Background: an optimization exercise with open tools, aiming at small area. Do not read the settings as production practice. In this exercise RTL edits were held to simulation tests only and were not proved equivalent to the original.

Design fir_ctrl, start of the top module:
module fir_ctrl
#(
    parameter   FIR_IN  = 16,
    parameter   FIR_OUT = 16
)
(
    input   wire                             sys_clk     ,
    input   wire                             sys_rst_n   ,
    input   signed  [FIR_IN  - 1:0]          data_in     ,
    input   wire                             data_valid  ,
    output  signed  [FIR_OUT - 1:0]          fir_out     ,
    output  wire                             fir_out_valid
);
==> flow/config.mk <==
export PLATFORM = sky130hd
export DESIGN_NAME = fir_ctrl
export DESIGN_NICKNAME = fir_ctrl
export VERILOG_FILES = /design/flow/design.v
export SDC_FILE = /design/flow/constraint.sdc
export NUM_CORES = 4
export LEC_CHECK = 0
export CAP_MARGIN = 20
export CORE_MARGIN = 2
export CORE_UTILIZATION = 60
export SLEW_MARGIN = 20
export SYNTH_HIERARCHICAL = 1
==> flow/constraint.sdc <==
create_clock -name core_clock -period 10.0 [get_ports {sys_clk}]
set_input_delay 2.0000 -clock core_clock [delete_from_list [all_inputs] [get_ports {sys_clk}]]
set_output_delay 2.0000 -clock core_clock [all_outputs]
set_load 0.01 [all_outputs]
standard.sh (not shown) runs the stock make flow with config.mk's settings and CLKGATE_MAP_FILE= SYNTH_SCRIPT=/design/flow/synth_recipe.tcl, a recipe that flattens the netlist after the stock synthesis.
==> flow/flow/run.sh <==
#!/bin/bash
# The standard layout (standard.sh, unchanged synthesis) with two changes:
# a clock tree of fewer, larger clusters without dummy loads, and the smallest
# buffer for the port buffers. The full make output goes to standard.log here.
set -euo pipefail
bash standard.sh \
  "CTS_ARGS=-sink_clustering_enable -repair_clock_nets -dont_use_dummy_load -buf_list sky130_fd_sc_hd__clkbuf_16 -sink_clustering_size 30 -sink_clustering_max_diameter 80" \
  "BUFFER_PORTS_ARGS=-buffer_cell sky130_fd_sc_hd__buf_1" \
  finish > standard.log 2>&1
Then changed:
--- a/flow/flow/run.sh
+++ b/flow/flow/run.sh
@@ -6,3 +6,3 @@
 bash standard.sh \
-  "CTS_ARGS=-sink_clustering_enable -repair_clock_nets -dont_use_dummy_load -buf_list sky130_fd_sc_hd__clkbuf_16 -sink_clustering_size 30 -sink_clustering_max_diameter 80" \
+  "CTS_ARGS=-sink_clustering_enable -repair_clock_nets -dont_use_dummy_load -buf_list sky130_fd_sc_hd__clkbuf_8 -sink_clustering_size 20 -sink_clustering_max_diameter 55" \
   "BUFFER_PORTS_ARGS=-buffer_cell sky130_fd_sc_hd__buf_1" \
- CORE_UTILIZATION: 60 -> 70
- PLACE_DENSITY: default -> 0.8
=> The changed run completed with no timing, DRC or antenna violations. Die area came out lower by about a fifth. Synthesized cell count does not change. Final area came out lower slightly. Critical path depth came out lower by 1. Setup slack gains 0.0086 ns. Fmax stays flat. Area after synthesis is unchanged.
Then changed:
--- a/flow/flow/run.sh
+++ b/flow/flow/run.sh
@@ -6,3 +6,3 @@
 bash standard.sh \
-  "CTS_ARGS=-sink_clustering_enable -repair_clock_nets -dont_use_dummy_load -buf_list sky130_fd_sc_hd__clkbuf_8 -sink_clustering_size 20 -sink_clustering_max_diameter 55" \
+  "CTS_ARGS=-sink_clustering_enable -repair_clock_nets -dont_use_dummy_load -buf_list sky130_fd_sc_hd__clkbuf_16 -sink_clustering_size 26 -sink_clustering_max_diameter 90" \
   "BUFFER_PORTS_ARGS=-buffer_cell sky130_fd_sc_hd__buf_1" \
- CORE_UTILIZATION: 70 -> 40
- PLACE_DENSITY: 0.8 -> default
=> Maximum frequency goes down by 1.8%; worst setup slack degrades by 0.17 ns; area after synthesis is unchanged; wire length climbs by 3.7%; critical path depth rises by 1; first-iteration DRC count fell by 26%.

* * *

Starting RTL as in the previous note.
clock: 10.0 ns
lec_check: 0
cap_margin: 20
core_margin: 2
core_utilization: 70
place_density: 0.8
slew_margin: 20
synth_hierarchical: 1
==> flow/flow/run.sh <==
#!/bin/bash
# The standard layout (standard.sh, unchanged synthesis) with two changes:
# a clock tree of fewer, larger clusters without dummy loads, and the smallest
# buffer for the port buffers. The full make output goes to standard.log here.
set -euo pipefail
bash standard.sh \
  "CTS_ARGS=-sink_clustering_enable -repair_clock_nets -dont_use_dummy_load -buf_list sky130_fd_sc_hd__clkbuf_16 -sink_clustering_size 30 -sink_clustering_max_diameter 80" \
  "BUFFER_PORTS_ARGS=-buffer_cell sky130_fd_sc_hd__buf_1" \
  finish > standard.log 2>&1
The first run finished clean.
Next try:
--- a/flow/flow/run.sh
+++ b/flow/flow/run.sh
@@ -6,3 +6,3 @@
 bash standard.sh \
-  "CTS_ARGS=-sink_clustering_enable -repair_clock_nets -dont_use_dummy_load -buf_list sky130_fd_sc_hd__clkbuf_16 -sink_clustering_size 30 -sink_clustering_max_diameter 80" \
+  "CTS_ARGS=-sink_clustering_enable -repair_clock_nets -dont_use_dummy_load -buf_list sky130_fd_sc_hd__clkbuf_8 -sink_clustering_size 18 -sink_clustering_max_diameter 60" \
   "BUFFER_PORTS_ARGS=-buffer_cell sky130_fd_sc_hd__buf_1" \
Settings changed: CORE_UTILIZATION 70 to 80, PLACE_DENSITY 0.8 to 0.9.
Outcome:
- The new run passed the timing, design-rule and antenna checks
- sequential cell count is unchanged
- non-clock buffer count goes down by 2
- maximum frequency goes down by 1.3%
- clock-buffer cell count goes up by 16
- global-route usage goes up by 7.5 points

* * *

fir_ctrl again, from the RTL that the note above started with.
==> flow/config.mk <==
export PLATFORM = sky130hd
export DESIGN_NAME = fir_ctrl
export DESIGN_NICKNAME = fir_ctrl
export VERILOG_FILES = /design/flow/design.v
export SDC_FILE = /design/flow/constraint.sdc
export NUM_CORES = 4
export LEC_CHECK = 0
export CAP_MARGIN = 20
export CORE_MARGIN = 2
export CORE_UTILIZATION = 70
export PLACE_DENSITY = 0.8
export SLEW_MARGIN = 20
export SYNTH_HIERARCHICAL = 1
==> flow/constraint.sdc <==
create_clock -name core_clock -period 10.0 [get_ports {sys_clk}]
set_input_delay 2.0000 -clock core_clock [delete_from_list [all_inputs] [get_ports {sys_clk}]]
set_output_delay 2.0000 -clock core_clock [all_outputs]
set_load 0.01 [all_outputs]
==> flow/flow/run.sh <==
#!/bin/bash
# The standard layout (standard.sh, unchanged synthesis) with two changes:
# a clock tree of fewer, larger clusters without dummy loads, and the smallest
# buffer for the port buffers. The full make output goes to standard.log here.
set -euo pipefail
bash standard.sh \
  "CTS_ARGS=-sink_clustering_enable -repair_clock_nets -dont_use_dummy_load -buf_list sky130_fd_sc_hd__clkbuf_8 -sink_clustering_size 18 -sink_clustering_max_diameter 60" \
  "BUFFER_PORTS_ARGS=-buffer_cell sky130_fd_sc_hd__buf_1" \
  finish > standard.log 2>&1
Rerun with:
--- a/flow/flow/run.sh
+++ b/flow/flow/run.sh
@@ -6,3 +6,3 @@
 bash standard.sh \
-  "CTS_ARGS=-sink_clustering_enable -repair_clock_nets -dont_use_dummy_load -buf_list sky130_fd_sc_hd__clkbuf_8 -sink_clustering_size 18 -sink_clustering_max_diameter 60" \
+  "CTS_ARGS=-sink_clustering_enable -repair_clock_nets -dont_use_dummy_load -buf_list sky130_fd_sc_hd__clkbuf_4 -sink_clustering_size 9 -sink_clustering_max_diameter 40" \
   "BUFFER_PORTS_ARGS=-buffer_cell sky130_fd_sc_hd__buf_1" \
After rerunning: Count of clock-buffer cells in the layout climbs by 42. Via count grows by 2.6%. Worst setup slack loses 48 ps. Cell area hardly moves. Die area does not change. Wire length is higher by 1.9%. Synthesized area stays the same. Maximum frequency came out lower by 0.52%. Clock skew rises by 32 ps.

-- re-timing with driven ports --
The flow's constraints put no driver on any port. The routed layouts listed below were extracted and timed again, unchanged, in two steps.
Step 1 sets driving cells, clkbuf_16 on the clock port and buf_2 on the other inputs (assumed; they add their load-dependent delay and slew).
Step 2 also shifts input and output timing later by t, the mid clock arrival at the registers, as if the neighbouring blocks saw the same clock.
a / b / c = ideal ports / drivers / drivers and shift; a / b = the first two.
| run | t (ns) | slack for setup (ns) | hold WS [ns] | worst slew at a driven data input, ns |
|---|---|---|---|---|
| the first run of note 1 | 0.636 | 0.836 / 0.836 / 0.836 | 0.289 / 0.289 / 0.289 | 0.04 |
| the second run of note 1 | 0.639 | 0.845 / 0.845 / 0.845 | 0.287 / 0.287 / 0.287 | 0.03 |
| the third run of note 1 | 0.643 | 0.674 / 0.674 / 0.674 | 0.302 / 0.302 / 0.302 | 0.04 |
| the first run of note 2 | 0.617 | 0.861 / 0.861 / 0.861 | 0.295 / 0.295 / 0.295 | 0.04 |
| the second run of note 2 | 0.607 | 0.739 / 0.739 / 0.739 | 0.314 / 0.314 / 0.314 | 0.06 |
| the first run of note 3 | 0.612 | 0.872 / 0.872 / 0.872 | 0.291 / 0.291 / 0.291 | 0.04 |
| the second run of note 3 | 0.781 | 0.824 / 0.824 / 0.824 | 0.302 / 0.302 / 0.302 | 0.04 |
After both steps setup and hold are still met in every run listed.
